Context: an optimization exercise on an open-source flow, tuned for small area. The choices shown serve that exercise and are no tape-out recipe.
Only simulation tests tie the RTL to the original design; equivalence was not proved.

==> flow/design.v (outline; a module is shown in full before it is edited, if it fits) <==
// module qr_fa: 4 lines
// module qr_ha: 4 lines
// module qr_out: 19 lines
// module qr_hbf: 697 lines
// module qr_th: 902 lines
// module qr_engine: 4238 lines
// module qam_rx: 64 lines
module qam_rx(
    input clk,
    input reset,
    input [2:0] sw,
    input signed [17:0] rf_in,
    output signed [17:0] dec_var_i,
    output signed [17:0] dec_var_q
);
  // ...
==> flow/run.sh <==
#!/bin/bash
# synth_recipe.tcl (not shown) runs the flow's synth.tcl, then flattens the netlist and writes it again
# the make line also repeats each setting of config.mk as NAME=value (left out here)
make -C /OpenROAD-flow-scripts/flow DESIGN_CONFIG=/design/flow/config.mk WORK_HOME=/design/flow/orfs CLKGATE_MAP_FILE= SYNTH_SCRIPT=/design/flow/synth_recipe.tcl finish
==> flow/config.mk <==
export PLATFORM = sky130hd
export DESIGN_NAME = qam_rx
export DESIGN_NICKNAME = qam_rx
export VERILOG_FILES = /design/flow/design.v
export SDC_FILE = /design/flow/constraint.sdc
export NUM_CORES = 8
export LEC_CHECK = 0
export CAP_MARGIN = 20
export CORE_MARGIN = 2
export CORE_UTILIZATION = 70
export CTS_CLUSTER_DIAMETER = 80
export CTS_CLUSTER_SIZE = 24
export SLEW_MARGIN = 20
export SYNTH_HIERARCHICAL = 1
export SYNTH_MINIMUM_KEEP_SIZE = 0
==> flow/constraint.sdc <==
create_clock -name core_clock -period 12.0 [get_ports {clk}]
set_input_delay 2.4000 -clock core_clock [delete_from_list [all_inputs] [get_ports {clk}]]
set_output_delay 2.4000 -clock core_clock [all_outputs]
set_load 0.01 [all_outputs]
==> flow_results.xml, run 1 <==
<?xml version="1.0" encoding="UTF-8"?>
<metrics>
  <group name="cells_and_area">
    <metric name="multi_input_comb_cells" unit="">8925</metric>
    <metric name="inv_count" unit="">1290</metric>
    <metric name="most-common-layout-cells" unit="">4542 x sky130_fd_sc_hd__dfxtp_1, 3636 x sky130_fd_sc_hd__fa_1, 1508 x sky130_fd_sc_hd__edfxtp_1</metric>
    <metric name="layout.nonclk_buf_frac" unit="">0.00535</metric>
    <metric name="largest_register_ffs" unit="">170</metric>
    <metric name="area_delta_synth_final" unit="%">6.05</metric>
    <metric name="post-route-cell-area" unit="um2">277000</metric>
    <metric name="antenna-diode-count" unit="">18</metric>
    <metric name="sequential_cell_area" unit="um2">136000</metric>
  </group>
  <group name="critical_path">
    <metric name="worst_r2r_endpoint" unit="">EI.A0[12]</metric>
    <metric name="startpoint_class" unit="">flop</metric>
    <metric name="timing.critical_path.slowest_stage_cell" unit="">sky130_fd_sc_hd__dfxtp_1</metric>
    <metric name="reg2reg_depth" unit="">31</metric>
    <metric name="crit_end" unit="">EI.A0[12]</metric>
    <metric name="criticalPathCategory" unit="">reg2reg</metric>
    <metric name="worst_ep_arrival_time" unit="ns">10.93</metric>
    <metric name="req_time_crit_path" unit="ns">12.68</metric>
  </group>
  <group name="hold_path">
    <metric name="hold-path-endpoint" unit="">EI.rg46[8]</metric>
  </group>
  <group name="route">
    <metric name="highest_layer_used_for_signal_routing" unit="">met5</metric>
    <metric name="detail_route_met2_wl" unit="um">299000</metric>
  </group>
  <group name="grt">
    <metric name="globalRouteMet3Util" unit="">0.102</metric>
    <metric name="largest_net_degree_at_the_start_of_global_routing" unit="">148</metric>
  </group>
  <group name="clock_network">
    <metric name="cts_num_sinks" unit="">6054</metric>
    <metric name="tritoncts_buffers" unit="">304</metric>
    <metric name="worst_skew_pair.late_latency" unit="ns">0.99</metric>
  </group>
  <group name="placed_design">
    <metric name="gp_congestion" unit="">1.03</metric>
    <metric name="buffers_added_on_ports" unit="">58</metric>
  </group>
  <group name="die">
    <metric name="pin_count" unit="">59</metric>
    <metric name="die_h" unit="um">615</metric>
  </group>
  <group name="sta">
    <metric name="layout_setup_ws" unit="ns">1.75</metric>
    <metric name="timing_max_transition_violations_final" unit="">0</metric>
    <metric name="timing.final.setup_violations" unit="">0</metric>
  </group>
  <group name="outcome">
    <metric name="run_status" unit="">finished clean</metric>
  </group>
</metrics>
==> module qam_rx, before the edit <==
module qam_rx(
    input clk,
    input reset,
    input [2:0] sw,
    input signed [17:0] rf_in,
    output signed [17:0] dec_var_i,
    output signed [17:0] dec_var_q
);
reg [3:0] p;
always @(posedge clk) p <= reset ? 4'd0 : p + 4'd1;
wire [1:0] q = p[1:0];
wire tick = &q;
wire sym = &p;
wire p0 = p[0];
reg pp0;
always @(posedge clk) pp0 <= p0;
wire neg = q[1] ^ q[0];
wire [17:0] val = neg ? -rf_in : rf_in;
reg [17:0] fl0, fl1, fl2, fl3, fl4, fl5, fl6, fl7, fl8;
always @(posedge clk) begin
    fl0 <= {q[0], val[17:1]};
    fl1 <= fl0; fl2 <= fl1; fl3 <= fl2; fl4 <= fl3;
    fl5 <= fl4; fl6 <= fl5; fl7 <= fl6; fl8 <= fl7;
end
function signed [17:0] g(input [17:0] f, input b);
    g = (f[17] == b) ? {f[16], f[16:0]} : 18'd0;
endfunction
wire signed [17:0] ta = g(fl2, p0), tc = g(fl4, p0), te = g(fl5, p0), td = g(fl6, p0), tb = g(fl8, p0);
wire [17:0] th;
qr_th TH (.a(ta), .b(tb), .c(tc), .d(td), .e(te), .y(th));
reg signed [17:0] d1i, d1q;
always @(posedge clk) begin
    if (!p0) d1i <= th;
    if (p0) d1q <= th;
end
wire signed [16:0] y4i, y4q;
qr_hbf #(.OFF(1)) HI (.clk(clk), .p0(p0), .pp0(pp0), .din(d1i), .yh(y4i));
qr_hbf #(.OFF(0)) HQ (.clk(clk), .p0(p0), .pp0(pp0), .din(d1q), .yh(y4q));
reg signed [16:0] h4d;
always @(posedge clk) if (p0) h4d <= y4q;
reg [1:0] ph;                  
always @(posedge clk) ph <= ph + 2'd1;
reg pend, win, ptk;
reg [3:0] tk;
reg [1:0] qd1, qd2, qd3;
wire act = (ph == 2'd0) ? pend : win;
wire wst = (ph == 2'd0) & pend;
always @(posedge clk) begin
    pend <= tick | (pend & ~wst);
    win <= act & (ph != 2'd3);
    ptk <= act & (ph != 2'd3) & (ptk | tick);
    tk <= {tk[2:0], tick};
    qd1 <= q; qd2 <= qd1; qd3 <= qd2;
end
wire init = tk[0];
wire itv = ~|tk;
wire signed [17:0] yi, yq;
qr_engine EI (.clk(clk), .tick(tick), .act(act), .ph(ph), .wst(wst), .ptk(ptk), .init(init),
              .itv(itv), .icl(qd3), .din(y4i), .y(yi));
qr_engine EQ (.clk(clk), .tick(tick), .act(act), .ph(ph), .wst(wst), .ptk(ptk), .init(init),
              .itv(itv), .icl(qd3), .din(h4d), .y(yq));
qr_out OI (.clk(clk), .tick(tick), .sym(sym), .sw(sw), .x(yi), .y(dec_var_i));
qr_out OQ (.clk(clk), .tick(tick), .sym(sym), .sw(sw), .x(yq), .y(dec_var_q));
endmodule
==> inputs of run 2 (changes only) <==
--- a/flow/design.v
+++ b/flow/design.v
@@ -1624,27 +1624,25 @@
 wire [17:0] yn = {kt_p17 ^ kt_G16_0, kt_p16 ^ kt_G15_0, kt_p15 ^ kt_G14_0, kt_p14 ^ kt_G13_0, kt_p13 ^ kt_G12_0, kt_p12 ^ kt_G11_0, kt_p11 ^ kt_G10_0, kt_p10 ^ kt_G9_0, kt_p9 ^ kt_G8_0, kt_p8 ^ kt_G7_0, kt_p7 ^ kt_G6_0, kt_p6 ^ kt_G5_0, kt_p5 ^ kt_G4_0, kt_p4 ^ kt_G3_0, kt_p3 ^ kt_G2_0, kt_p2 ^ kt_G1_0, kt_p1 ^ kt_g0, kt_p0};
 assign y = yn;
 endmodule
 module qr_engine(
   input clk,
   input tick,         
   input act,          
   input [1:0] ph,     
-  input wst,          
-  input ptk,          
   input init,         
   input itv,          
   input [1:0] icl,    
   input signed [16:0] din,   
   output reg signed [17:0] y   
 );
-reg signed [16:0] ds; reg [16:5] ds2;   
-always @(posedge clk) if (tick) begin ds <= din; ds2 <= ds[16:5]; end
-wire [16:0] src = ptk ? {ds2, ds[4:0]} : ds;
+reg signed [16:0] ds, x0;   
+always @(posedge clk) if (tick) begin ds <= din; x0 <= ds; end
+wire [16:0] src = x0;
 wire [16:0] su = {~src[16], src[15:0]};
 wire p0 = (ph == 2'd0);
 wire np0 = ~p0;
 wire p3 = (ph == 2'd3);
 wire ph12 = ph[0] ^ ph[1];
 reg [3:0] sdig;
 always @* case (ph) 2'd0: sdig = su[3:0]; 2'd1: sdig = su[8:5]; 2'd2: sdig = su[12:9]; default: sdig = su[16:13]; endcase
 reg [15:0] rg0; reg sd0;
@@ -1770,144 +1768,144 @@
 reg [15:0] rg120; reg sd120;
 reg [15:0] rg121; reg sd121;
 reg [15:0] rg122; reg sd122;
 reg [15:0] rg123; reg sd123;
 reg [15:0] rg124; reg sd124;
 reg [15:0] rg125; reg sd125;
 reg [15:0] rg126; reg sd126;
 reg [15:0] rg127; reg sd127;
-always @(posedge clk) begin rg0 <= {rg0[11:0], act ? sdig : rg0[15:12]}; if (act & p0) sd0 <= su[4]; end
-always @(posedge clk) begin rg1 <= {rg1[11:0], act ? rg0[15:12] : rg1[15:12]}; if (act & p0) sd1 <= sd0; end
-always @(posedge clk) begin rg2 <= {rg2[11:0], act ? rg1[15:12] : rg2[15:12]}; if (act & p0) sd2 <= sd1; end
-always @(posedge clk) begin rg3 <= {rg3[11:0], act ? rg2[15:12] : rg3[15:12]}; if (act & p0) sd3 <= sd2; end
-always @(posedge clk) begin rg4 <= {rg4[11:0], act ? rg3[15:12] : rg4[15:12]}; if (act & p0) sd4 <= sd3; end
-always @(posedge clk) begin rg5 <= {rg5[11:0], act ? rg4[15:12] : rg5[15:12]}; if (act & p0) sd5 <= sd4; end
-always @(posedge clk) begin rg6 <= {rg6[11:0], act ? rg5[15:12] : rg6[15:12]}; if (act & p0) sd6 <= sd5; end
-always @(posedge clk) begin rg7 <= {rg7[11:0], act ? rg6[15:12] : rg7[15:12]}; if (act & p0) sd7 <= sd6; end
-always @(posedge clk) begin rg8 <= {rg8[11:0], act ? rg7[15:12] : rg8[15:12]}; if (act & p0) sd8 <= sd7; end
-always @(posedge clk) begin rg9 <= {rg9[11:0], act ? rg8[15:12] : rg9[15:12]}; if (act & p0) sd9 <= sd8; end
-always @(posedge clk) begin rg10 <= {rg10[11:0], act ? rg9[15:12] : rg10[15:12]}; if (act & p0) sd10 <= sd9; end
-always @(posedge clk) begin rg11 <= {rg11[11:0], act ? rg10[15:12] : rg11[15:12]}; if (act & p0) sd11 <= sd10; end
-always @(posedge clk) begin rg12 <= {rg12[11:0], act ? rg11[15:12] : rg12[15:12]}; if (act & p0) sd12 <= sd11; end
-always @(posedge clk) begin rg13 <= {rg13[11:0], act ? rg12[15:12] : rg13[15:12]}; if (act & p0) sd13 <= sd12; end
-always @(posedge clk) begin rg14 <= {rg14[11:0], act ? rg13[15:12] : rg14[15:12]}; if (act & p0) sd14 <= sd13; end
-always @(posedge clk) begin rg15 <= {rg15[11:0], act ? rg14[15:12] : rg15[15:12]}; if (act & p0) sd15 <= sd14; end
-always @(posedge clk) begin rg16 <= {rg16[11:0], act ? rg15[15:12] : rg16[15:12]}; if (act & p0) sd16 <= sd15; end
-always @(posedge clk) begin rg17 <= {rg17[11:0], act ? rg16[15:12] : rg17[15:12]}; if (act & p0) sd17 <= sd16; end
-always @(posedge clk) begin rg18 <= {rg18[11:0], act ? rg17[15:12] : rg18[15:12]}; if (act & p0) sd18 <= sd17; end
-always @(posedge clk) begin rg19 <= {rg19[11:0], act ? rg18[15:12] : rg19[15:12]}; if (act & p0) sd19 <= sd18; end
-always @(posedge clk) begin rg20 <= {rg20[11:0], act ? rg19[15:12] : rg20[15:12]}; if (act & p0) sd20 <= sd19; end
-always @(posedge clk) begin rg21 <= {rg21[11:0], act ? rg20[15:12] : rg21[15:12]}; if (act & p0) sd21 <= sd20; end
-always @(posedge clk) begin rg22 <= {rg22[11:0], act ? rg21[15:12] : rg22[15:12]}; if (act & p0) sd22 <= sd21; end
-always @(posedge clk) begin rg23 <= {rg23[11:0], act ? rg22[15:12] : rg23[15:12]}; if (act & p0) sd23 <= sd22; end
-always @(posedge clk) begin rg24 <= {rg24[11:0], act ? rg23[15:12] : rg24[15:12]}; if (act & p0) sd24 <= sd23; end
-always @(posedge clk) begin rg25 <= {rg25[11:0], act ? rg24[15:12] : rg25[15:12]}; if (act & p0) sd25 <= sd24; end
-always @(posedge clk) begin rg26 <= {rg26[11:0], act ? rg25[15:12] : rg26[15:12]}; if (act & p0) sd26 <= sd25; end
-always @(posedge clk) begin rg27 <= {rg27[11:0], act ? rg26[15:12] : rg27[15:12]}; if (act & p0) sd27 <= sd26; end
-always @(posedge clk) begin rg28 <= {rg28[11:0], act ? rg27[15:12] : rg28[15:12]}; if (act & p0) sd28 <= sd27; end
-always @(posedge clk) begin rg29 <= {rg29[11:0], act ? rg28[15:12] : rg29[15:12]}; if (act & p0) sd29 <= sd28; end
-always @(posedge clk) begin rg30 <= {rg30[11:0], act ? rg29[15:12] : rg30[15:12]}; if (act & p0) sd30 <= sd29; end
-always @(posedge clk) begin rg31 <= {rg31[11:0], act ? rg30[15:12] : rg31[15:12]}; if (act & p0) sd31 <= sd30; end
-always @(posedge clk) begin rg32 <= {rg32[11:0], act ? rg31[15:12] : rg32[15:12]}; if (act & p0) sd32 <= sd31; end
-always @(posedge clk) begin rg33 <= {rg33[11:0], act ? rg32[15:12] : rg33[15:12]}; if (act & p0) sd33 <= sd32; end
-always @(posedge clk) begin rg34 <= {rg34[11:0], act ? rg33[15:12] : rg34[15:12]}; if (act & p0) sd34 <= sd33; end
-always @(posedge clk) begin rg35 <= {rg35[11:0], act ? rg34[15:12] : rg35[15:12]}; if (act & p0) sd35 <= sd34; end
-always @(posedge clk) begin rg36 <= {rg36[11:0], act ? rg35[15:12] : rg36[15:12]}; if (act & p0) sd36 <= sd35; end
-always @(posedge clk) begin rg37 <= {rg37[11:0], act ? rg36[15:12] : rg37[15:12]}; if (act & p0) sd37 <= sd36; end
-always @(posedge clk) begin rg38 <= {rg38[11:0], act ? rg37[15:12] : rg38[15:12]}; if (act & p0) sd38 <= sd37; end
-always @(posedge clk) begin rg39 <= {rg39[11:0], act ? rg38[15:12] : rg39[15:12]}; if (act & p0) sd39 <= sd38; end
-always @(posedge clk) begin rg40 <= {rg40[11:0], act ? rg39[15:12] : rg40[15:12]}; if (act & p0) sd40 <= sd39; end
-always @(posedge clk) begin rg41 <= {rg41[11:0], act ? rg40[15:12] : rg41[15:12]}; if (act & p0) sd41 <= sd40; end
-always @(posedge clk) begin rg42 <= {rg42[11:0], act ? rg41[15:12] : rg42[15:12]}; if (act & p0) sd42 <= sd41; end
-always @(posedge clk) begin rg43 <= {rg43[11:0], act ? rg42[15:12] : rg43[15:12]}; if (act & p0) sd43 <= sd42; end
-always @(posedge clk) begin rg44 <= {rg44[11:0], act ? rg43[15:12] : rg44[15:12]}; if (act & p0) sd44 <= sd43; end
-always @(posedge clk) begin rg45 <= {rg45[11:0], act ? rg44[15:12] : rg45[15:12]}; if (act & p0) sd45 <= sd44; end
-always @(posedge clk) begin rg46 <= {rg46[11:0], act ? rg45[15:12] : rg46[15:12]}; if (act & p0) sd46 <= sd45; end
-always @(posedge clk) begin rg47 <= {rg47[11:0], act ? rg46[15:12] : rg47[15:12]}; if (act & p0) sd47 <= sd46; end
-always @(posedge clk) begin rg48 <= {rg48[11:0], act ? rg47[15:12] : rg48[15:12]}; if (act & p0) sd48 <= sd47; end
-always @(posedge clk) begin rg49 <= {rg49[11:0], act ? rg48[15:12] : rg49[15:12]}; if (act & p0) sd49 <= sd48; end
-always @(posedge clk) begin rg50 <= {rg50[11:0], act ? rg49[15:12] : rg50[15:12]}; if (act & p0) sd50 <= sd49; end
-always @(posedge clk) begin rg51 <= {rg51[11:0], act ? rg50[15:12] : rg51[15:12]}; if (act & p0) sd51 <= sd50; end
-always @(posedge clk) begin rg52 <= {rg52[11:0], act ? rg51[15:12] : rg52[15:12]}; if (act & p0) sd52 <= sd51; end
-always @(posedge clk) begin rg53 <= {rg53[11:0], act ? rg52[15:12] : rg53[15:12]}; if (act & p0) sd53 <= sd52; end
-always @(posedge clk) begin rg54 <= {rg54[11:0], act ? rg53[15:12] : rg54[15:12]}; if (act & p0) sd54 <= sd53; end
-always @(posedge clk) begin rg55 <= {rg55[11:0], act ? rg54[15:12] : rg55[15:12]}; if (act & p0) sd55 <= sd54; end
-always @(posedge clk) begin rg56 <= {rg56[11:0], act ? rg55[15:12] : rg56[15:12]}; if (act & p0) sd56 <= sd55; end
-always @(posedge clk) begin rg57 <= {rg57[11:0], act ? rg56[15:12] : rg57[15:12]}; if (act & p0) sd57 <= sd56; end
-always @(posedge clk) begin rg58 <= {rg58[11:0], act ? rg57[15:12] : rg58[15:12]}; if (act & p0) sd58 <= sd57; end
-always @(posedge clk) begin rg59 <= {rg59[11:0], act ? rg58[15:12] : rg59[15:12]}; if (act & p0) sd59 <= sd58; end
-always @(posedge clk) begin rg60 <= {rg60[11:0], act ? rg59[15:12] : rg60[15:12]}; if (act & p0) sd60 <= sd59; end
-always @(posedge clk) begin rg61 <= {rg61[11:0], act ? rg60[15:12] : rg61[15:12]}; if (act & p0) sd61 <= sd60; end
-always @(posedge clk) begin rg62 <= {rg62[11:0], act ? rg61[15:12] : rg62[15:12]}; if (act & p0) sd62 <= sd61; end
-always @(posedge clk) begin rg63 <= {rg63[11:0], act ? rg62[15:12] : rg63[15:12]}; if (act & p0) sd63 <= sd62; end
-always @(posedge clk) begin rg64 <= {rg64[11:0], act ? rg63[15:12] : rg64[15:12]}; if (act & p0) sd64 <= sd63; end
-always @(posedge clk) begin rg65 <= {rg65[11:0], act ? rg64[15:12] : rg65[15:12]}; if (act & p0) sd65 <= sd64; end
-always @(posedge clk) begin rg66 <= {rg66[11:0], act ? rg65[15:12] : rg66[15:12]}; if (act & p0) sd66 <= sd65; end
-always @(posedge clk) begin rg67 <= {rg67[11:0], act ? rg66[15:12] : rg67[15:12]}; if (act & p0) sd67 <= sd66; end
-always @(posedge clk) begin rg68 <= {rg68[11:0], act ? rg67[15:12] : rg68[15:12]}; if (act & p0) sd68 <= sd67; end
-always @(posedge clk) begin rg69 <= {rg69[11:0], act ? rg68[15:12] : rg69[15:12]}; if (act & p0) sd69 <= sd68; end
-always @(posedge clk) begin rg70 <= {rg70[11:0], act ? rg69[15:12] : rg70[15:12]}; if (act & p0) sd70 <= sd69; end
-always @(posedge clk) begin rg71 <= {rg71[11:0], act ? rg70[15:12] : rg71[15:12]}; if (act & p0) sd71 <= sd70; end
-always @(posedge clk) begin rg72 <= {rg72[11:0], act ? rg71[15:12] : rg72[15:12]}; if (act & p0) sd72 <= sd71; end
-always @(posedge clk) begin rg73 <= {rg73[11:0], act ? rg72[15:12] : rg73[15:12]}; if (act & p0) sd73 <= sd72; end
-always @(posedge clk) begin rg74 <= {rg74[11:0], act ? rg73[15:12] : rg74[15:12]}; if (act & p0) sd74 <= sd73; end
-always @(posedge clk) begin rg75 <= {rg75[11:0], act ? rg74[15:12] : rg75[15:12]}; if (act & p0) sd75 <= sd74; end
-always @(posedge clk) begin rg76 <= {rg76[11:0], act ? rg75[15:12] : rg76[15:12]}; if (act & p0) sd76 <= sd75; end
-always @(posedge clk) begin rg77 <= {rg77[11:0], act ? rg76[15:12] : rg77[15:12]}; if (act & p0) sd77 <= sd76; end
-always @(posedge clk) begin rg78 <= {rg78[11:0], act ? rg77[15:12] : rg78[15:12]}; if (act & p0) sd78 <= sd77; end
-always @(posedge clk) begin rg79 <= {rg79[11:0], act ? rg78[15:12] : rg79[15:12]}; if (act & p0) sd79 <= sd78; end
-always @(posedge clk) begin rg80 <= {rg80[11:0], act ? rg79[15:12] : rg80[15:12]}; if (act & p0) sd80 <= sd79; end
-always @(posedge clk) begin rg81 <= {rg81[11:0], act ? rg80[15:12] : rg81[15:12]}; if (act & p0) sd81 <= sd80; end
-always @(posedge clk) begin rg82 <= {rg82[11:0], act ? rg81[15:12] : rg82[15:12]}; if (act & p0) sd82 <= sd81; end
-always @(posedge clk) begin rg83 <= {rg83[11:0], act ? rg82[15:12] : rg83[15:12]}; if (act & p0) sd83 <= sd82; end
-always @(posedge clk) begin rg84 <= {rg84[11:0], act ? rg83[15:12] : rg84[15:12]}; if (act & p0) sd84 <= sd83; end
-always @(posedge clk) begin rg85 <= {rg85[11:0], act ? rg84[15:12] : rg85[15:12]}; if (act & p0) sd85 <= sd84; end
-always @(posedge clk) begin rg86 <= {rg86[11:0], act ? rg85[15:12] : rg86[15:12]}; if (act & p0) sd86 <= sd85; end
-always @(posedge clk) begin rg87 <= {rg87[11:0], act ? rg86[15:12] : rg87[15:12]}; if (act & p0) sd87 <= sd86; end
-always @(posedge clk) begin rg88 <= {rg88[11:0], act ? rg87[15:12] : rg88[15:12]}; if (act & p0) sd88 <= sd87; end
-always @(posedge clk) begin rg89 <= {rg89[11:0], act ? rg88[15:12] : rg89[15:12]}; if (act & p0) sd89 <= sd88; end
-always @(posedge clk) begin rg90 <= {rg90[11:0], act ? rg89[15:12] : rg90[15:12]}; if (act & p0) sd90 <= sd89; end
-always @(posedge clk) begin rg91 <= {rg91[11:0], act ? rg90[15:12] : rg91[15:12]}; if (act & p0) sd91 <= sd90; end
-always @(posedge clk) begin rg92 <= {rg92[11:0], act ? rg91[15:12] : rg92[15:12]}; if (act & p0) sd92 <= sd91; end
-always @(posedge clk) begin rg93 <= {rg93[11:0], act ? rg92[15:12] : rg93[15:12]}; if (act & p0) sd93 <= sd92; end
-always @(posedge clk) begin rg94 <= {rg94[11:0], act ? rg93[15:12] : rg94[15:12]}; if (act & p0) sd94 <= sd93; end
-always @(posedge clk) begin rg95 <= {rg95[11:0], act ? rg94[15:12] : rg95[15:12]}; if (act & p0) sd95 <= sd94; end
-always @(posedge clk) begin rg96 <= {rg96[11:0], act ? rg95[15:12] : rg96[15:12]}; if (act & p0) sd96 <= sd95; end
-always @(posedge clk) begin rg97 <= {rg97[11:0], act ? rg96[15:12] : rg97[15:12]}; if (act & p0) sd97 <= sd96; end
-always @(posedge clk) begin rg98 <= {rg98[11:0], act ? rg97[15:12] : rg98[15:12]}; if (act & p0) sd98 <= sd97; end
-always @(posedge clk) begin rg99 <= {rg99[11:0], act ? rg98[15:12] : rg99[15:12]}; if (act & p0) sd99 <= sd98; end
-always @(posedge clk) begin rg100 <= {rg100[11:0], act ? rg99[15:12] : rg100[15:12]}; if (act & p0) sd100 <= sd99; end
-always @(posedge clk) begin rg101 <= {rg101[11:0], act ? rg100[15:12] : rg101[15:12]}; if (act & p0) sd101 <= sd100; end
-always @(posedge clk) begin rg102 <= {rg102[11:0], act ? rg101[15:12] : rg102[15:12]}; if (act & p0) sd102 <= sd101; end
-always @(posedge clk) begin rg103 <= {rg103[11:0], act ? rg102[15:12] : rg103[15:12]}; if (act & p0) sd103 <= sd102; end
-always @(posedge clk) begin rg104 <= {rg104[11:0], act ? rg103[15:12] : rg104[15:12]}; if (act & p0) sd104 <= sd103; end
-always @(posedge clk) begin rg105 <= {rg105[11:0], act ? rg104[15:12] : rg105[15:12]}; if (act & p0) sd105 <= sd104; end
-always @(posedge clk) begin rg106 <= {rg106[11:0], act ? rg105[15:12] : rg106[15:12]}; if (act & p0) sd106 <= sd105; end
-always @(posedge clk) begin rg107 <= {rg107[11:0], act ? rg106[15:12] : rg107[15:12]}; if (act & p0) sd107 <= sd106; end
-always @(posedge clk) begin rg108 <= {rg108[11:0], act ? rg107[15:12] : rg108[15:12]}; if (act & p0) sd108 <= sd107; end
-always @(posedge clk) begin rg109 <= {rg109[11:0], act ? rg108[15:12] : rg109[15:12]}; if (act & p0) sd109 <= sd108; end
-always @(posedge clk) begin rg110 <= {rg110[11:0], act ? rg109[15:12] : rg110[15:12]}; if (act & p0) sd110 <= sd109; end
-always @(posedge clk) begin rg111 <= {rg111[11:0], act ? rg110[15:12] : rg111[15:12]}; if (act & p0) sd111 <= sd110; end
-always @(posedge clk) begin rg112 <= {rg112[11:0], act ? rg111[15:12] : rg112[15:12]}; if (act & p0) sd112 <= sd111; end
-always @(posedge clk) begin rg113 <= {rg113[11:0], act ? rg112[15:12] : rg113[15:12]}; if (act & p0) sd113 <= sd112; end
-always @(posedge clk) begin rg114 <= {rg114[11:0], act ? rg113[15:12] : rg114[15:12]}; if (act & p0) sd114 <= sd113; end
-always @(posedge clk) begin rg115 <= {rg115[11:0], act ? rg114[15:12] : rg115[15:12]}; if (act & p0) sd115 <= sd114; end
-always @(posedge clk) begin rg116 <= {rg116[11:0], act ? rg115[15:12] : rg116[15:12]}; if (act & p0) sd116 <= sd115; end
-always @(posedge clk) begin rg117 <= {rg117[11:0], act ? rg116[15:12] : rg117[15:12]}; if (act & p0) sd117 <= sd116; end
-always @(posedge clk) begin rg118 <= {rg118[11:0], act ? rg117[15:12] : rg118[15:12]}; if (act & p0) sd118 <= sd117; end
-always @(posedge clk) begin rg119 <= {rg119[11:0], act ? rg118[15:12] : rg119[15:12]}; if (act & p0) sd119 <= sd118; end
-always @(posedge clk) begin rg120 <= {rg120[11:0], act ? rg119[15:12] : rg120[15:12]}; if (act & p0) sd120 <= sd119; end
-always @(posedge clk) begin rg121 <= {rg121[11:0], act ? rg120[15:12] : rg121[15:12]}; if (act & p0) sd121 <= sd120; end
-always @(posedge clk) begin rg122 <= {rg122[11:0], act ? rg121[15:12] : rg122[15:12]}; if (act & p0) sd122 <= sd121; end
-always @(posedge clk) begin rg123 <= {rg123[11:0], act ? rg122[15:12] : rg123[15:12]}; if (act & p0) sd123 <= sd122; end
-always @(posedge clk) begin rg124 <= {rg124[11:0], act ? rg123[15:12] : rg124[15:12]}; if (act & p0) sd124 <= sd123; end
-always @(posedge clk) begin rg125 <= {rg125[11:0], act ? rg124[15:12] : rg125[15:12]}; if (act & p0) sd125 <= sd124; end
-always @(posedge clk) begin rg126 <= {rg126[11:0], act ? rg125[15:12] : rg126[15:12]}; if (act & p0) sd126 <= sd125; end
-always @(posedge clk) begin rg127 <= {rg127[11:0], act ? rg126[15:12] : rg127[15:12]}; if (act & p0) sd127 <= sd126; end
+always @(posedge clk) begin if (act) rg0 <= {rg0[11:0], sdig}; if (act & p0) sd0 <= su[4]; end
+always @(posedge clk) begin if (act) rg1 <= {rg1[11:0], rg0[15:12]}; if (act & p0) sd1 <= sd0; end
+always @(posedge clk) begin if (act) rg2 <= {rg2[11:0], rg1[15:12]}; if (act & p0) sd2 <= sd1; end
+always @(posedge clk) begin if (act) rg3 <= {rg3[11:0], rg2[15:12]}; if (act & p0) sd3 <= sd2; end
+always @(posedge clk) begin if (act) rg4 <= {rg4[11:0], rg3[15:12]}; if (act & p0) sd4 <= sd3; end
+always @(posedge clk) begin if (act) rg5 <= {rg5[11:0], rg4[15:12]}; if (act & p0) sd5 <= sd4; end
+always @(posedge clk) begin if (act) rg6 <= {rg6[11:0], rg5[15:12]}; if (act & p0) sd6 <= sd5; end
+always @(posedge clk) begin if (act) rg7 <= {rg7[11:0], rg6[15:12]}; if (act & p0) sd7 <= sd6; end
+always @(posedge clk) begin if (act) rg8 <= {rg8[11:0], rg7[15:12]}; if (act & p0) sd8 <= sd7; end
+always @(posedge clk) begin if (act) rg9 <= {rg9[11:0], rg8[15:12]}; if (act & p0) sd9 <= sd8; end
+always @(posedge clk) begin if (act) rg10 <= {rg10[11:0], rg9[15:12]}; if (act & p0) sd10 <= sd9; end
+always @(posedge clk) begin if (act) rg11 <= {rg11[11:0], rg10[15:12]}; if (act & p0) sd11 <= sd10; end
+always @(posedge clk) begin if (act) rg12 <= {rg12[11:0], rg11[15:12]}; if (act & p0) sd12 <= sd11; end
+always @(posedge clk) begin if (act) rg13 <= {rg13[11:0], rg12[15:12]}; if (act & p0) sd13 <= sd12; end
+always @(posedge clk) begin if (act) rg14 <= {rg14[11:0], rg13[15:12]}; if (act & p0) sd14 <= sd13; end
+always @(posedge clk) begin if (act) rg15 <= {rg15[11:0], rg14[15:12]}; if (act & p0) sd15 <= sd14; end
+always @(posedge clk) begin if (act) rg16 <= {rg16[11:0], rg15[15:12]}; if (act & p0) sd16 <= sd15; end
+always @(posedge clk) begin if (act) rg17 <= {rg17[11:0], rg16[15:12]}; if (act & p0) sd17 <= sd16; end
+always @(posedge clk) begin if (act) rg18 <= {rg18[11:0], rg17[15:12]}; if (act & p0) sd18 <= sd17; end
+always @(posedge clk) begin if (act) rg19 <= {rg19[11:0], rg18[15:12]}; if (act & p0) sd19 <= sd18; end
+always @(posedge clk) begin if (act) rg20 <= {rg20[11:0], rg19[15:12]}; if (act & p0) sd20 <= sd19; end
+always @(posedge clk) begin if (act) rg21 <= {rg21[11:0], rg20[15:12]}; if (act & p0) sd21 <= sd20; end
+always @(posedge clk) begin if (act) rg22 <= {rg22[11:0], rg21[15:12]}; if (act & p0) sd22 <= sd21; end
+always @(posedge clk) begin if (act) rg23 <= {rg23[11:0], rg22[15:12]}; if (act & p0) sd23 <= sd22; end
+always @(posedge clk) begin if (act) rg24 <= {rg24[11:0], rg23[15:12]}; if (act & p0) sd24 <= sd23; end
+always @(posedge clk) begin if (act) rg25 <= {rg25[11:0], rg24[15:12]}; if (act & p0) sd25 <= sd24; end
+always @(posedge clk) begin if (act) rg26 <= {rg26[11:0], rg25[15:12]}; if (act & p0) sd26 <= sd25; end
+always @(posedge clk) begin if (act) rg27 <= {rg27[11:0], rg26[15:12]}; if (act & p0) sd27 <= sd26; end
+always @(posedge clk) begin if (act) rg28 <= {rg28[11:0], rg27[15:12]}; if (act & p0) sd28 <= sd27; end
+always @(posedge clk) begin if (act) rg29 <= {rg29[11:0], rg28[15:12]}; if (act & p0) sd29 <= sd28; end
+always @(posedge clk) begin if (act) rg30 <= {rg30[11:0], rg29[15:12]}; if (act & p0) sd30 <= sd29; end
+always @(posedge clk) begin if (act) rg31 <= {rg31[11:0], rg30[15:12]}; if (act & p0) sd31 <= sd30; end
+always @(posedge clk) begin if (act) rg32 <= {rg32[11:0], rg31[15:12]}; if (act & p0) sd32 <= sd31; end
+always @(posedge clk) begin if (act) rg33 <= {rg33[11:0], rg32[15:12]}; if (act & p0) sd33 <= sd32; end
+always @(posedge clk) begin if (act) rg34 <= {rg34[11:0], rg33[15:12]}; if (act & p0) sd34 <= sd33; end
+always @(posedge clk) begin if (act) rg35 <= {rg35[11:0], rg34[15:12]}; if (act & p0) sd35 <= sd34; end
+always @(posedge clk) begin if (act) rg36 <= {rg36[11:0], rg35[15:12]}; if (act & p0) sd36 <= sd35; end
+always @(posedge clk) begin if (act) rg37 <= {rg37[11:0], rg36[15:12]}; if (act & p0) sd37 <= sd36; end
+always @(posedge clk) begin if (act) rg38 <= {rg38[11:0], rg37[15:12]}; if (act & p0) sd38 <= sd37; end
+always @(posedge clk) begin if (act) rg39 <= {rg39[11:0], rg38[15:12]}; if (act & p0) sd39 <= sd38; end
+always @(posedge clk) begin if (act) rg40 <= {rg40[11:0], rg39[15:12]}; if (act & p0) sd40 <= sd39; end
+always @(posedge clk) begin if (act) rg41 <= {rg41[11:0], rg40[15:12]}; if (act & p0) sd41 <= sd40; end
+always @(posedge clk) begin if (act) rg42 <= {rg42[11:0], rg41[15:12]}; if (act & p0) sd42 <= sd41; end
+always @(posedge clk) begin if (act) rg43 <= {rg43[11:0], rg42[15:12]}; if (act & p0) sd43 <= sd42; end
+always @(posedge clk) begin if (act) rg44 <= {rg44[11:0], rg43[15:12]}; if (act & p0) sd44 <= sd43; end
+always @(posedge clk) begin if (act) rg45 <= {rg45[11:0], rg44[15:12]}; if (act & p0) sd45 <= sd44; end
+always @(posedge clk) begin if (act) rg46 <= {rg46[11:0], rg45[15:12]}; if (act & p0) sd46 <= sd45; end
+always @(posedge clk) begin if (act) rg47 <= {rg47[11:0], rg46[15:12]}; if (act & p0) sd47 <= sd46; end
+always @(posedge clk) begin if (act) rg48 <= {rg48[11:0], rg47[15:12]}; if (act & p0) sd48 <= sd47; end
+always @(posedge clk) begin if (act) rg49 <= {rg49[11:0], rg48[15:12]}; if (act & p0) sd49 <= sd48; end
+always @(posedge clk) begin if (act) rg50 <= {rg50[11:0], rg49[15:12]}; if (act & p0) sd50 <= sd49; end
+always @(posedge clk) begin if (act) rg51 <= {rg51[11:0], rg50[15:12]}; if (act & p0) sd51 <= sd50; end
+always @(posedge clk) begin if (act) rg52 <= {rg52[11:0], rg51[15:12]}; if (act & p0) sd52 <= sd51; end
+always @(posedge clk) begin if (act) rg53 <= {rg53[11:0], rg52[15:12]}; if (act & p0) sd53 <= sd52; end
+always @(posedge clk) begin if (act) rg54 <= {rg54[11:0], rg53[15:12]}; if (act & p0) sd54 <= sd53; end
+always @(posedge clk) begin if (act) rg55 <= {rg55[11:0], rg54[15:12]}; if (act & p0) sd55 <= sd54; end
+always @(posedge clk) begin if (act) rg56 <= {rg56[11:0], rg55[15:12]}; if (act & p0) sd56 <= sd55; end
+always @(posedge clk) begin if (act) rg57 <= {rg57[11:0], rg56[15:12]}; if (act & p0) sd57 <= sd56; end
+always @(posedge clk) begin if (act) rg58 <= {rg58[11:0], rg57[15:12]}; if (act & p0) sd58 <= sd57; end
+always @(posedge clk) begin if (act) rg59 <= {rg59[11:0], rg58[15:12]}; if (act & p0) sd59 <= sd58; end
+always @(posedge clk) begin if (act) rg60 <= {rg60[11:0], rg59[15:12]}; if (act & p0) sd60 <= sd59; end
+always @(posedge clk) begin if (act) rg61 <= {rg61[11:0], rg60[15:12]}; if (act & p0) sd61 <= sd60; end
+always @(posedge clk) begin if (act) rg62 <= {rg62[11:0], rg61[15:12]}; if (act & p0) sd62 <= sd61; end
+always @(posedge clk) begin if (act) rg63 <= {rg63[11:0], rg62[15:12]}; if (act & p0) sd63 <= sd62; end
+always @(posedge clk) begin if (act) rg64 <= {rg64[11:0], rg63[15:12]}; if (act & p0) sd64 <= sd63; end
+always @(posedge clk) begin if (act) rg65 <= {rg65[11:0], rg64[15:12]}; if (act & p0) sd65 <= sd64; end
+always @(posedge clk) begin if (act) rg66 <= {rg66[11:0], rg65[15:12]}; if (act & p0) sd66 <= sd65; end
+always @(posedge clk) begin if (act) rg67 <= {rg67[11:0], rg66[15:12]}; if (act & p0) sd67 <= sd66; end
+always @(posedge clk) begin if (act) rg68 <= {rg68[11:0], rg67[15:12]}; if (act & p0) sd68 <= sd67; end
+always @(posedge clk) begin if (act) rg69 <= {rg69[11:0], rg68[15:12]}; if (act & p0) sd69 <= sd68; end
+always @(posedge clk) begin if (act) rg70 <= {rg70[11:0], rg69[15:12]}; if (act & p0) sd70 <= sd69; end
+always @(posedge clk) begin if (act) rg71 <= {rg71[11:0], rg70[15:12]}; if (act & p0) sd71 <= sd70; end
+always @(posedge clk) begin if (act) rg72 <= {rg72[11:0], rg71[15:12]}; if (act & p0) sd72 <= sd71; end
+always @(posedge clk) begin if (act) rg73 <= {rg73[11:0], rg72[15:12]}; if (act & p0) sd73 <= sd72; end
+always @(posedge clk) begin if (act) rg74 <= {rg74[11:0], rg73[15:12]}; if (act & p0) sd74 <= sd73; end
+always @(posedge clk) begin if (act) rg75 <= {rg75[11:0], rg74[15:12]}; if (act & p0) sd75 <= sd74; end
+always @(posedge clk) begin if (act) rg76 <= {rg76[11:0], rg75[15:12]}; if (act & p0) sd76 <= sd75; end
+always @(posedge clk) begin if (act) rg77 <= {rg77[11:0], rg76[15:12]}; if (act & p0) sd77 <= sd76; end
+always @(posedge clk) begin if (act) rg78 <= {rg78[11:0], rg77[15:12]}; if (act & p0) sd78 <= sd77; end
+always @(posedge clk) begin if (act) rg79 <= {rg79[11:0], rg78[15:12]}; if (act & p0) sd79 <= sd78; end
+always @(posedge clk) begin if (act) rg80 <= {rg80[11:0], rg79[15:12]}; if (act & p0) sd80 <= sd79; end
+always @(posedge clk) begin if (act) rg81 <= {rg81[11:0], rg80[15:12]}; if (act & p0) sd81 <= sd80; end
+always @(posedge clk) begin if (act) rg82 <= {rg82[11:0], rg81[15:12]}; if (act & p0) sd82 <= sd81; end
+always @(posedge clk) begin if (act) rg83 <= {rg83[11:0], rg82[15:12]}; if (act & p0) sd83 <= sd82; end
+always @(posedge clk) begin if (act) rg84 <= {rg84[11:0], rg83[15:12]}; if (act & p0) sd84 <= sd83; end
+always @(posedge clk) begin if (act) rg85 <= {rg85[11:0], rg84[15:12]}; if (act & p0) sd85 <= sd84; end
+always @(posedge clk) begin if (act) rg86 <= {rg86[11:0], rg85[15:12]}; if (act & p0) sd86 <= sd85; end
+always @(posedge clk) begin if (act) rg87 <= {rg87[11:0], rg86[15:12]}; if (act & p0) sd87 <= sd86; end
+always @(posedge clk) begin if (act) rg88 <= {rg88[11:0], rg87[15:12]}; if (act & p0) sd88 <= sd87; end
+always @(posedge clk) begin if (act) rg89 <= {rg89[11:0], rg88[15:12]}; if (act & p0) sd89 <= sd88; end
+always @(posedge clk) begin if (act) rg90 <= {rg90[11:0], rg89[15:12]}; if (act & p0) sd90 <= sd89; end
+always @(posedge clk) begin if (act) rg91 <= {rg91[11:0], rg90[15:12]}; if (act & p0) sd91 <= sd90; end
+always @(posedge clk) begin if (act) rg92 <= {rg92[11:0], rg91[15:12]}; if (act & p0) sd92 <= sd91; end
+always @(posedge clk) begin if (act) rg93 <= {rg93[11:0], rg92[15:12]}; if (act & p0) sd93 <= sd92; end
+always @(posedge clk) begin if (act) rg94 <= {rg94[11:0], rg93[15:12]}; if (act & p0) sd94 <= sd93; end
+always @(posedge clk) begin if (act) rg95 <= {rg95[11:0], rg94[15:12]}; if (act & p0) sd95 <= sd94; end
+always @(posedge clk) begin if (act) rg96 <= {rg96[11:0], rg95[15:12]}; if (act & p0) sd96 <= sd95; end
+always @(posedge clk) begin if (act) rg97 <= {rg97[11:0], rg96[15:12]}; if (act & p0) sd97 <= sd96; end
+always @(posedge clk) begin if (act) rg98 <= {rg98[11:0], rg97[15:12]}; if (act & p0) sd98 <= sd97; end
+always @(posedge clk) begin if (act) rg99 <= {rg99[11:0], rg98[15:12]}; if (act & p0) sd99 <= sd98; end
+always @(posedge clk) begin if (act) rg100 <= {rg100[11:0], rg99[15:12]}; if (act & p0) sd100 <= sd99; end
+always @(posedge clk) begin if (act) rg101 <= {rg101[11:0], rg100[15:12]}; if (act & p0) sd101 <= sd100; end
+always @(posedge clk) begin if (act) rg102 <= {rg102[11:0], rg101[15:12]}; if (act & p0) sd102 <= sd101; end
+always @(posedge clk) begin if (act) rg103 <= {rg103[11:0], rg102[15:12]}; if (act & p0) sd103 <= sd102; end
+always @(posedge clk) begin if (act) rg104 <= {rg104[11:0], rg103[15:12]}; if (act & p0) sd104 <= sd103; end
+always @(posedge clk) begin if (act) rg105 <= {rg105[11:0], rg104[15:12]}; if (act & p0) sd105 <= sd104; end
+always @(posedge clk) begin if (act) rg106 <= {rg106[11:0], rg105[15:12]}; if (act & p0) sd106 <= sd105; end
+always @(posedge clk) begin if (act) rg107 <= {rg107[11:0], rg106[15:12]}; if (act & p0) sd107 <= sd106; end
+always @(posedge clk) begin if (act) rg108 <= {rg108[11:0], rg107[15:12]}; if (act & p0) sd108 <= sd107; end
+always @(posedge clk) begin if (act) rg109 <= {rg109[11:0], rg108[15:12]}; if (act & p0) sd109 <= sd108; end
+always @(posedge clk) begin if (act) rg110 <= {rg110[11:0], rg109[15:12]}; if (act & p0) sd110 <= sd109; end
+always @(posedge clk) begin if (act) rg111 <= {rg111[11:0], rg110[15:12]}; if (act & p0) sd111 <= sd110; end
+always @(posedge clk) begin if (act) rg112 <= {rg112[11:0], rg111[15:12]}; if (act & p0) sd112 <= sd111; end
+always @(posedge clk) begin if (act) rg113 <= {rg113[11:0], rg112[15:12]}; if (act & p0) sd113 <= sd112; end
+always @(posedge clk) begin if (act) rg114 <= {rg114[11:0], rg113[15:12]}; if (act & p0) sd114 <= sd113; end
+always @(posedge clk) begin if (act) rg115 <= {rg115[11:0], rg114[15:12]}; if (act & p0) sd115 <= sd114; end
+always @(posedge clk) begin if (act) rg116 <= {rg116[11:0], rg115[15:12]}; if (act & p0) sd116 <= sd115; end
+always @(posedge clk) begin if (act) rg117 <= {rg117[11:0], rg116[15:12]}; if (act & p0) sd117 <= sd116; end
+always @(posedge clk) begin if (act) rg118 <= {rg118[11:0], rg117[15:12]}; if (act & p0) sd118 <= sd117; end
+always @(posedge clk) begin if (act) rg119 <= {rg119[11:0], rg118[15:12]}; if (act & p0) sd119 <= sd118; end
+always @(posedge clk) begin if (act) rg120 <= {rg120[11:0], rg119[15:12]}; if (act & p0) sd120 <= sd119; end
+always @(posedge clk) begin if (act) rg121 <= {rg121[11:0], rg120[15:12]}; if (act & p0) sd121 <= sd120; end
+always @(posedge clk) begin if (act) rg122 <= {rg122[11:0], rg121[15:12]}; if (act & p0) sd122 <= sd121; end
+always @(posedge clk) begin if (act) rg123 <= {rg123[11:0], rg122[15:12]}; if (act & p0) sd123 <= sd122; end
+always @(posedge clk) begin if (act) rg124 <= {rg124[11:0], rg123[15:12]}; if (act & p0) sd124 <= sd123; end
+always @(posedge clk) begin if (act) rg125 <= {rg125[11:0], rg124[15:12]}; if (act & p0) sd125 <= sd124; end
+always @(posedge clk) begin if (act) rg126 <= {rg126[11:0], rg125[15:12]}; if (act & p0) sd126 <= sd125; end
+always @(posedge clk) begin if (act) rg127 <= {rg127[11:0], rg126[15:12]}; if (act & p0) sd127 <= sd126; end
 wire [3:0] tp0 = sdig; wire tq0 = su[4];
 wire [3:0] tp1 = rg0[15:12]; wire tq1 = sd0;
 wire [3:0] tp2 = rg1[15:12]; wire tq2 = sd1;
 wire [3:0] tp3 = rg2[15:12]; wire tq3 = sd2;
 wire [3:0] tp4 = rg3[15:12]; wire tq4 = sd3;
 wire [3:0] tp5 = rg4[15:12]; wire tq5 = sd4;
 wire [3:0] tp6 = rg5[15:12]; wire tq6 = sd5;
 wire [3:0] tp7 = rg6[15:12]; wire tq7 = sd6;
@@ -5791,20 +5789,19 @@
 wire kf_bs12, kf_bk12; qr_fa kf_bu12 (.a(xf_ra[30]), .b(xf_rb[30]), .c(kf_bk11), .s(kf_bs12), .k(kf_bk12));
 wire kf_bs13, kf_bk13; qr_fa kf_bu13 (.a(xf_ra[31]), .b(xf_rb[31]), .c(kf_bk12), .s(kf_bs13), .k(kf_bk13));
 wire kf_bs14, kf_bk14; qr_fa kf_bu14 (.a(xf_ra[32]), .b(xf_rb[32]), .c(kf_bk13), .s(kf_bs14), .k(kf_bk14));
 wire kf_bs15, kf_bk15; qr_fa kf_bu15 (.a(xf_ra[33]), .b(xf_rb[33]), .c(kf_bk14), .s(kf_bs15), .k(kf_bk15));
 wire kf_bs16, kf_bk16; qr_fa kf_bu16 (.a(xf_ra[34]), .b(xf_rb[34]), .c(kf_bk15), .s(kf_bs16), .k(kf_bk16));
 wire kf_bs17, kf_bk17; qr_fa kf_bu17 (.a(xf_ra[35]), .b(xf_rb[35]), .c(kf_bk16), .s(kf_bs17), .k(kf_bk17));
 wire [17:0] kf_h1 = {kf_bs17, kf_bs16, kf_bs15, kf_bs14, kf_bs13, kf_bs12, kf_bs11, kf_bs10, kf_bs9, kf_bs8, kf_bs7, kf_bs6, kf_bs5, kf_bs4, kf_bs3, kf_bs2, kf_bs1, kf_bs0};
 wire [35:0] F = {kf_lk17 ? kf_h1 : kf_h0, kf_lo};
-reg [30:0] GR0; reg [32:0] GR1; reg [33:0] GR2; reg [35:0] FR, IA; reg [17:0] Z;
-always @(posedge clk) if (wst) begin GR0 <= G0; GR1 <= G1; GR2 <= G2; FR <= F; end
+reg [35:0] IA; reg [17:0] Z;
 reg [35:0] gsel;
-always @* if (!itv) gsel = 36'd0; else case (icl) 2'd0: gsel = {{5{GR0[30]}}, GR0}; 2'd1: gsel = {{3{GR1[32]}}, GR1}; default: gsel = {{2{GR2[33]}}, GR2}; endcase
+always @* if (!itv) gsel = 36'd0; else case (icl) 2'd0: gsel = {{5{G0[30]}}, G0}; 2'd1: gsel = {{3{G1[32]}}, G1}; default: gsel = {{2{G2[33]}}, G2}; endcase
 wire ki_ls0, ki_lk0; qr_ha ki_lu0 (.a(IA[0]), .b(gsel[0]), .s(ki_ls0), .k(ki_lk0));
 wire ki_ls1, ki_lk1; qr_fa ki_lu1 (.a(IA[1]), .b(gsel[1]), .c(ki_lk0), .s(ki_ls1), .k(ki_lk1));
 wire ki_ls2, ki_lk2; qr_fa ki_lu2 (.a(IA[2]), .b(gsel[2]), .c(ki_lk1), .s(ki_ls2), .k(ki_lk2));
 wire ki_ls3, ki_lk3; qr_fa ki_lu3 (.a(IA[3]), .b(gsel[3]), .c(ki_lk2), .s(ki_ls3), .k(ki_lk3));
 wire ki_ls4, ki_lk4; qr_fa ki_lu4 (.a(IA[4]), .b(gsel[4]), .c(ki_lk3), .s(ki_ls4), .k(ki_lk4));
 wire ki_ls5, ki_lk5; qr_fa ki_lu5 (.a(IA[5]), .b(gsel[5]), .c(ki_lk4), .s(ki_ls5), .k(ki_lk5));
 wire ki_ls6, ki_lk6; qr_fa ki_lu6 (.a(IA[6]), .b(gsel[6]), .c(ki_lk5), .s(ki_ls6), .k(ki_lk6));
 wire ki_ls7, ki_lk7; qr_fa ki_lu7 (.a(IA[7]), .b(gsel[7]), .c(ki_lk6), .s(ki_ls7), .k(ki_lk7));
@@ -5853,17 +5850,17 @@
 wire ki_bs12, ki_bk12; qr_fa ki_bu12 (.a(IA[30]), .b(gsel[30]), .c(ki_bk11), .s(ki_bs12), .k(ki_bk12));
 wire ki_bs13, ki_bk13; qr_fa ki_bu13 (.a(IA[31]), .b(gsel[31]), .c(ki_bk12), .s(ki_bs13), .k(ki_bk13));
 wire ki_bs14, ki_bk14; qr_fa ki_bu14 (.a(IA[32]), .b(gsel[32]), .c(ki_bk13), .s(ki_bs14), .k(ki_bk14));
 wire ki_bs15, ki_bk15; qr_fa ki_bu15 (.a(IA[33]), .b(gsel[33]), .c(ki_bk14), .s(ki_bs15), .k(ki_bk15));
 wire ki_bs16, ki_bk16; qr_fa ki_bu16 (.a(IA[34]), .b(gsel[34]), .c(ki_bk15), .s(ki_bs16), .k(ki_bk16));
 wire ki_bs17, ki_bk17; qr_fa ki_bu17 (.a(IA[35]), .b(gsel[35]), .c(ki_bk16), .s(ki_bs17), .k(ki_bk17));
 wire [17:0] ki_h1 = {ki_bs17, ki_bs16, ki_bs15, ki_bs14, ki_bs13, ki_bs12, ki_bs11, ki_bs10, ki_bs9, ki_bs8, ki_bs7, ki_bs6, ki_bs5, ki_bs4, ki_bs3, ki_bs2, ki_bs1, ki_bs0};
 wire [35:0] IAn = {ki_lk17 ? ki_h1 : ki_h0, ki_lo};
-always @(posedge clk) IA <= init ? FR : IAn;
+always @(posedge clk) IA <= init ? F : IAn;
 always @(posedge clk) if (init) Z <= IA[35:18];
 always @(posedge clk) if (tick) y <= Z;
 endmodule
 module qam_rx(
     input clk,
     input reset,
     input [2:0] sw,
     input signed [17:0] rf_in,
@@ -5897,32 +5894,26 @@
     if (!p0) d1i <= th;
     if (p0) d1q <= th;
 end
 wire signed [16:0] y4i, y4q;
 qr_hbf #(.OFF(1)) HI (.clk(clk), .p0(p0), .pp0(pp0), .din(d1i), .yh(y4i));
 qr_hbf #(.OFF(0)) HQ (.clk(clk), .p0(p0), .pp0(pp0), .din(d1q), .yh(y4q));
 reg signed [16:0] h4d;
 always @(posedge clk) if (p0) h4d <= y4q;
-reg [1:0] ph;                  
-always @(posedge clk) ph <= ph + 2'd1;
-reg pend, win, ptk;
-reg [3:0] tk;
+reg [3:0] tk;                  
 reg [1:0] qd1, qd2, qd3;
-wire act = (ph == 2'd0) ? pend : win;
-wire wst = (ph == 2'd0) & pend;
 always @(posedge clk) begin
-    pend <= tick | (pend & ~wst);
-    win <= act & (ph != 2'd3);
-    ptk <= act & (ph != 2'd3) & (ptk | tick);
     tk <= {tk[2:0], tick};
     qd1 <= q; qd2 <= qd1; qd3 <= qd2;
 end
+wire act = |tk;
+wire [1:0] ph = {~(tk[0] | tk[1]), ~(tk[0] | tk[2])};   
 wire init = tk[0];
 wire itv = ~|tk;
 wire signed [17:0] yi, yq;
-qr_engine EI (.clk(clk), .tick(tick), .act(act), .ph(ph), .wst(wst), .ptk(ptk), .init(init),
+qr_engine EI (.clk(clk), .tick(tick), .act(act), .ph(ph), .init(init),
               .itv(itv), .icl(qd3), .din(y4i), .y(yi));
-qr_engine EQ (.clk(clk), .tick(tick), .act(act), .ph(ph), .wst(wst), .ptk(ptk), .init(init),
+qr_engine EQ (.clk(clk), .tick(tick), .act(act), .ph(ph), .init(init),
               .itv(itv), .icl(qd3), .din(h4d), .y(yq));
 qr_out OI (.clk(clk), .tick(tick), .sym(sym), .sw(sw), .x(yi), .y(dec_var_i));
 qr_out OQ (.clk(clk), .tick(tick), .sym(sym), .sw(sw), .x(yq), .y(dec_var_q));
 endmodule
==> flow_results.xml, run 2 <==
<?xml version="1.0" encoding="UTF-8"?>
<metrics>
  <group name="cells_and_area">
    <metric name="final_nets" unit="">20300</metric>
    <metric name="largest_registers" unit="">HI.xf x170, HQ.xf x153</metric>
    <metric name="area_delta_synth_final" unit="%">6.09</metric>
    <metric name="layout-drive-gt1-share" unit="">0.0480</metric>
    <metric name="fillerInstances" unit="">22000</metric>
    <metric name="layout.cells.most_common" unit="">sky130_fd_sc_hd__edfxtp_1</metric>
    <metric name="most-common-layout-cells" unit="">5346 x sky130_fd_sc_hd__edfxtp_1, 3601 x sky130_fd_sc_hd__fa_1, 1295 x sky130_fd_sc_hd__inv_1</metric>
    <metric name="largest_register_ffs" unit="">170</metric>
    <metric name="largest_register" unit="">HI.xf</metric>
    <metric name="final_cell_count_no_fill" unit="">21000</metric>
  </group>
  <group name="sta">
    <metric name="timing.max_slew.rel_slack" unit="">0.181</metric>
    <metric name="tightest_slew" unit="ns">1.23</metric>
    <metric name="setup-tns-final" unit="ns">0</metric>
    <metric name="skew" unit="ns">0.0572</metric>
    <metric name="whs" unit="ns">0.333</metric>
    <metric name="grt_setup_unrepaired" unit="">false</metric>
    <metric name="final_period_minus_worst_setup_slack" unit="ns">10.66</metric>
    <metric name="timing.final.setup_violations" unit="">0</metric>
    <metric name="finalHoldViolCount" unit="">0</metric>
    <metric name="max_freq" unit="GHz">0.0938</metric>
    <metric name="fin_crit_sh" unit="">0.888</metric>
    <metric name="timing_max_transition_violations_final" unit="">0</metric>
  </group>
  <group name="hold_path">
    <metric name="start_point_of_the_worst_hold_path" unit="">fl1[14]</metric>
    <metric name="holdCritPathClass" unit="">reg2reg</metric>
  </group>
  <group name="logic_synthesis">
    <metric name="synth.cell_area" unit="um2">282000</metric>
    <metric name="yosysWarnings" unit="">11</metric>
    <metric name="syn-instance-count" unit="">15200</metric>
    <metric name="synth.avg_cell_area" unit="um2">18.6</metric>
  </group>
  <group name="route">
    <metric name="post_drt_via_cell_ratio" unit="">6.38</metric>
    <metric name="drt_drc_violations_left" unit="">0</metric>
    <metric name="totalWireLength" unit="um">746000</metric>
    <metric name="drtIter0Drc" unit="">16200</metric>
    <metric name="drt_pre_antenna_iters" unit="">10</metric>
    <metric name="total_number_of_vias" unit="">134000</metric>
    <metric name="avgRoutedWirePerCell" unit="um">35.6</metric>
    <metric name="postRouteAntennaNets" unit="">0</metric>
  </group>
  <group name="critical_path">
    <metric name="criticalPathCategory" unit="">reg2reg</metric>
    <metric name="startpoint_class" unit="">flop</metric>
    <metric name="timing.critical_path.slowest_stage_cell" unit="">sky130_fd_sc_hd__xnor2_1</metric>
    <metric name="cp-startpoint" unit="">p[0]</metric>
    <metric name="worstSetupEndpointType" unit="">flop</metric>
    <metric name="critPathMaxFanout" unit="">17</metric>
    <metric name="worst_ep_arrival_time" unit="ns">11.37</metric>
    <metric name="req_time_crit_path" unit="ns">12.71</metric>
    <metric name="path_delay_family" unit="">adder cells</metric>
    <metric name="critical_path.reg2reg.startpoint" unit="">p[0]</metric>
    <metric name="crit_buf_inv" unit="">1</metric>
    <metric name="timing.critical_path.slowest_cell_delay" unit="ns">0.89</metric>
  </group>
  <group name="placed_design">
    <metric name="buffers_added_on_ports" unit="">58</metric>
    <metric name="detailedPlacementHpwl" unit="um">570000</metric>
    <metric name="gp_congestion" unit="">1.01</metric>
    <metric name="place.detailed.instances" unit="">20400</metric>
  </group>
  <group name="clock_network">
    <metric name="cts_hold_buf" unit="">0</metric>
    <metric name="tritoncts_buffers" unit="">296</metric>
    <metric name="clkSlewWorstSetupHoldPaths" unit="ns">0.11</metric>
    <metric name="tritoncts" unit="">yes</metric>
    <metric name="htree_num_levels" unit="">5</metric>
    <metric name="post_cts_resize_count" unit="">0</metric>
    <metric name="cts_num_sinks" unit="">5791</metric>
    <metric name="post-cts-setup-buffer-count" unit="">0</metric>
    <metric name="cts_buffer_depth" unit="">4</metric>
    <metric name="clock-root-buffer" unit="">sky130_fd_sc_hd__clkbuf_16</metric>
    <metric name="worst_skew_pair.late_latency" unit="ns">1.01</metric>
  </group>
  <group name="die">
    <metric name="initial_utilization" unit="">0.702</metric>
    <metric name="core_area" unit="um2">402000</metric>
    <metric name="pin_count" unit="">59</metric>
    <metric name="full_die_area" unit="um2">408000</metric>
    <metric name="die_w" unit="um">639</metric>
    <metric name="die_h" unit="um">639</metric>
    <metric name="rows" unit="">233</metric>
  </group>
  <group name="grt">
    <metric name="grt_antenna_before_repair" unit="">20</metric>
    <metric name="grt_remaining_overflow" unit="">0</metric>
    <metric name="number_of_global_route_vias_before_repair" unit="">146000</metric>
    <metric name="grt_pass1_wl" unit="um">1060000</metric>
    <metric name="largest_net_degree_at_the_start_of_global_routing" unit="">222</metric>
    <metric name="globalRouteTotalUtil" unit="">0.376</metric>
  </group>
  <group name="flow_run">
    <metric name="max-cap-violations" unit="">0</metric>
  </group>
  <group name="outcome">
    <metric name="run_status" unit="">finished clean</metric>
  </group>
</metrics>
run 2: stage by stage:
stage / cell area [um2] / setup slack, ns / util
finish: 299000 / 1.34 / 0.744
global route: 299000 / 0.872 / 0.744
CTS: 299000 / 1.31 / 0.744
detailed placement: 290000 / 1.42 / 0.721
global placement: 290000 / 1.78 / 0.721
floorplan: 282000 / -16.36 / -
run 2: worst paths after layout:
check | end | slack [ns] | depth (start not counted)
max reg2reg | d1q[15] | 1.34 | 34
min | fl2[14] | 0.33 | 0
max | d1q[15] | 1.34 | 34
min reg2reg | fl2[14] | 0.33 | 0
run 2: cell type report:
type | instances | area, um2 | area share
Sequential cell | 5791 | 169000 | 0.566
Multi-Input combinational cell | 7858 | 107000 | 0.358
Clock buffer | 462 | 8120 | 0.0271
Tap cell | 5287 | 6620 | 0.0221
Inverter | 1300 | 4880 | 0.0163
Timing Repair Buffer | 202 | 1900 | 0.00636
Clock inverter | 64 | 1020 | 0.00342
Antenna cell | 8 | 20.0 | 0.0000669
run 2: layer usage:
| layer | GRT usage | vias up | part of all wire | routed length [um] |
|---|---|---|---|---|
| met5 | 0 | - | 0.00010 | 78 |
| met4 | 0.262 | 12 | 0.089 | 66600 |
| met3 | 0.0674 | 1608 | 0.078 | 58100 |
| met2 | 0.593 | 7135 | 0.48 | 357000 |
| met1 | 0.483 | 71300 | 0.35 | 264000 |
| li1 | - | 53700 | - | - |

==> port drivers added, routing unchanged <==
The flow's constraints put no driver on any port. The routed layouts listed below were extracted and timed again, unchanged, in two steps.
Step 1 sets driving cells, clkbuf_16 on the clock port and buf_2 on the other inputs (assumed; they add their load-dependent delay and slew).
Step 2, shift: input delay + t, output delay - t, t = (earliest + latest rising clock arrival at the registers) / 2. This alone moves slack from input paths to output paths.
Slacks: ideal / step 1 / step 2; pairs: ideal / step 1.
run | t, ns | setup slack, ns | worst setup path after step 2 | worst data-port slew with drivers (ns)
run 1 | 1.067 | 1.753 / 1.753 / 1.753 | register to register | 0.24
run 2 | 1.106 | 1.344 / 1.344 / 1.344 | register to register | 0.08
After both steps every run listed still meets setup and hold.
